This is an optimization exercise on Yosys and OpenROAD, whose aim is small area and a short achievable clock period, not a production implementation. In this exercise RTL edits were held to simulation tests only and were not proved equivalent to the original.

## flow/run.sh

```bash
#!/bin/bash
# synth_recipe.tcl (not shown) runs the flow's synth.tcl, then flattens the netlist and writes it again
# the make line also repeats each setting of config.mk as NAME=value (left out here)
make -C /OpenROAD-flow-scripts/flow DESIGN_CONFIG=/design/flow/config.mk WORK_HOME=/design/flow/orfs CLKGATE_MAP_FILE= SYNTH_SCRIPT=/design/flow/synth_recipe.tcl finish
```

## flow/config.mk

```make
export PLATFORM = sky130hd
export DESIGN_NAME = mult_16bit
export DESIGN_NICKNAME = mult_16bit
export VERILOG_FILES = /design/flow/design.v
export SDC_FILE = /design/flow/constraint.sdc
export NUM_CORES = 4
export LEC_CHECK = 0
export CAP_MARGIN = 20
export CORE_MARGIN = 2
export CORE_UTILIZATION = 40
export SLEW_MARGIN = 20
```

## flow/constraint.sdc

```tcl
create_clock -name core_clock -period 7.0 [get_ports {clk}]
set_input_delay 1.4000 -clock core_clock [delete_from_list [all_inputs] [get_ports {clk}]]
set_output_delay 1.4000 -clock core_clock [all_outputs]
set_load 0.01 [all_outputs]
```

## flow/design.v

```verilog
module mult_16bit (
    input wire clk,
    input wire rst_n,
    input wire signed [15:0] a,
    input wire signed [15:0] b,
    output reg signed [31:0] p  
);
    reg signed [15:0] a_reg;
    reg signed [15:0] b_reg;
    always @(posedge clk or negedge rst_n) begin
        if (!rst_n) begin
            a_reg <= 16'sd0;
            b_reg <= 16'sd0;
            p     <= 32'sd0;
        end else begin
            a_reg <= a;
            b_reg <= b;
            p <= a_reg * b_reg;
        end
    end
endmodule
```

==> flow_metrics.py <==
metrics = {
    "clock_network": {
        "cts_tree": "done",
        "clk_latency_ps": 360,
        "cts_max_path_buffers": 2,
        "cts_inserted_buffers": 9,
        "root_buffer": "clkbuf_16",
        "cts.clk_slew.worst_paths_ps": 60,
        "post_cts_resize_count": 0,
        "h-tree-depth": 3,
        "cts_hold_buffers": 0,
        "cts.sinks": 64,
        "cts_setup_buffers": 0,
    },
    "critical_path": {
        "r2r-start": "a_reg[11]",
        "arrival_ps": 6460,
        "cp-end-kind": "flip-flop",
        "cpMaxStageDelayCell": "dfrtp_1",
        "crit_path_max_incr_delay_ps": 810,
        "r2r_end": "p[31]",
        "ff2ff_path_depth": 18,
        "worst-path-max-fanout": 16,
        "crit_top_cell": "fa_1",
        "critPathKind": "flip-flop to flip-flop",
        "cp_cell_sequence": "nand2_1 > fa_1 > fa_1 > fa_1 > inv_1 > fa_1 > fa_1 > inv_1 > fa_1 > inv_1 > ha_1 > a21oi_1 > o211ai_1 > a21oi_2 > a31oi_4 > nor4_2 > o21ai_1 > xnor2_1",
        "start_kind": "flip-flop",
        "required_ps": 7230,
        "r2r_slack_ps": 770,
    },
    "drt": {
        "drtIter0Drc": 290,
        "ant_nets": 0,
        "firstDrtPassIters": 4,
        "wl_um": 25300,
        "wl_per_cell_um": 16.2,
        "vias_per_cell": 4.73,
        "vias": 7402,
        "drc": 0,
    },
    "synth": {
        "synth_top_area_share_pct": 46.0,
        "synth-async-reset-ratio_pct": 100,
        "seq_area_frac_synth_pct": 14.0,
        "synthesis.nets": 1518,
        "ys_ff_latch": 64,
        "synth_cells": 1140,
        "synth_flop_cell": "dfrtp_1",
        "synth_area_leader_cell": "fa_1",
        "synth_edf_count": 0,
        "yosysUniqueCellTypes": 40,
        "yosys-top-cells-area": "fa_1 46%, dfrtp_1 14%, inv_1 9.4%",
        "ys_warn_count": 1,
        "netlist_area_um2": 11400,
        "synth.avg_cell_area_um2": 10.0,
        "synth_common_cells": "285 x inv_1, 262 x fa_1, 132 x nand2_1, 123 x and2_1, 82 x ha_1",
        "synth.most_common_cell": "inv_1",
    },
    "worst_hold_path": {
        "hp-start": "b_reg[0]",
        "hold_path.class": "flip-flop to flip-flop",
        "hold_path_depth": 1,
        "whs_endpoint": "p[0]",
    },
    "sta": {
        "fmax_mhz": 161,
        "tns_ps": 0,
        "worst_pin_slew_ps": 881,
        "period_share_pct": 89.0,
        "hold_viol": 0,
        "min_period_ps": 6230,
        "slew_headroom_pct": 41.3,
        "rsz0062_at_grt": "no",
        "skew_ps": 16.3,
        "slew_violations": 0,
        "setup_violations": 0,
    },
    "placed_design": {
        "place_area_um2": 12400,
        "place_congestion": 0.842,
        "numPortBuffers": 65,
        "hpwl_um": 20300,
    },
    "final_layout": {
        "largest_reg_flops": 32,
        "syn_to_final_growth_pct": 11.2,
        "layout-drive-gt1-share_pct": 2.36,
        "design_area_um2": 12700,
        "finalNetCount": 1560,
        "fill_cells": 2740,
        "n_antenna_cell": 0,
    },
    "global_routing": {
        "grt_pass1_wl_um": 44400,
        "grt_max_degree": 65,
        "grt_pass1_vias": 8372,
        "antenna_found_initial": 0,
        "grtUsageTotal_pct": 18.7,
        "globalRoute.totalOverflow": 0,
    },
    "floorplanning": {
        "initial_core_util_pct": 40.8,
        "fp.dieW_um": 173,
        "coreArea_um2": 27900,
        "rows": 61,
        "dieArea_um2": 29900,
        "die_h_um": 173,
        "num_io_pins": 66,
    },
    "status": {
        "status": "timing/DRC/antenna clean",
    },
    "run": {
        "cap_violations": 0,
    },
}
==> final cells by class <==
cell class	instances	area [um^2]	share of cell area, %
flip-flops and latches	64	1600	12.6
multi-input cells	756	8610	67.8
clock buffers	12	256	2.02
well taps	378	473	3.73
clock inverters	4	28.8	0.227
inverters	285	1070	8.43
repair buffers	66	656	5.17
==> routing by layer <==
| layer | part of all wire [%] | vias to the layer above | track usage, % |
|---|---|---|---|
| li1 | - | 3404 | - |
| met3 | 4.9 | 29 | 2.68 |
| met5 | 0 | - | 0 |
| met2 | 50 | 138 | 32.3 |
| met1 | 43 | 3831 | 25.1 |
| met4 | 1.7 | 0 | 4.27 |
==> cells in the final DEF, fill, tap and decap left out, types with 3 or more instances in the layout <==
master	n
inv_1	285
fa_1	262
nand2_1	132
and2_1	123
ha_1	82
dfrtp_1	64
clkdlybuf4s50_1	64
xnor2_1	26
nor2_1	23
a21oi_1	22
o21ai_0	12
xor2_1	11
a21o_1	10
clkbuf_16	9
nand2b_1	6
o21a_1	4
nand4_1	4
o21ai_1	4
o211ai_1	3
nor3_1	3
a211oi_1	3
==> per-stage QoR <==
| step | util [%] | std cells | setup WS [ps] | hold slack, ps |
|---|---|---|---|---|
| final | 45.4 | 1565 | 772 | 863 |
| after global routing | 45.4 | 1565 | 351 | 899 |
| after CTS | 45.4 | 1565 | 688 | 874 |
| after detailed placement | 44.4 | 1549 | 711 | 865 |
| after global placement | 44.4 | 1549 | 762 | 863 |
| after floorplan | - | 1140 | 1320 | 522 |
==> cell families after synthesis <==
logic type / count (synthesis) / synth area share (%)
muxes: 1 / 0.0877
adders and majority gates: 344 / 55.0
DFF: 64 / 14.0
AOI/OAI and AO/OA: 75 / 4.54
buffers and inverters: 320 / 10.5
xor gates and xnor gates: 37 / 2.84
and+or+nand+nor: 299 / 13.0
==> worst max path at each step <==
stage	slack (ps)	end	start
global placement	760	p[31]	a_reg[10]
CTS	690	p[31]	a_reg[10]
floorplan	1320	p[29]	a_reg[15]
finish	770	p[31]	a_reg[11]
detailed placement	710	p[31]	a_reg[10]
global route	350	p[31]	a_reg[10]
==> critical path: cells and delay by family, from the launching register on <==
kind	cells	cell delay [ps]
flops	1	810
xor+xnor	1	140
buf+inv	3	160
fa+ha+maj	7	3380
simple gates	2	580
compound gates	5	1020

## what the ideal ports hide
No port has a modelled driver above. Below, the same layout with a new extraction and two added sets of constraints. Step 1 sets driving cells, clkbuf_16 on the clock port and buf_2 on the other inputs (assumed; they add their load-dependent delay and slew). Step 2, shift: input delay + t, output delay - t, t = (earliest + latest rising clock arrival at the registers) / 2. This alone moves slack from input paths to output paths. a / b / c = ideal / step 1 / step 2; a / b = the first two.
t (ns): 0.398
slack for setup (ns): 0.772 / 0.772 / 0.772
worst hold slack (ns): 0.863 / 0.863 / 0.863
clock arrival spread, ns: 0.017 / 0.016
After both steps setup and hold are still met in this run. The setup slack of this run moves by 0.000 ns with the drivers and by 0.000 ns with both steps.
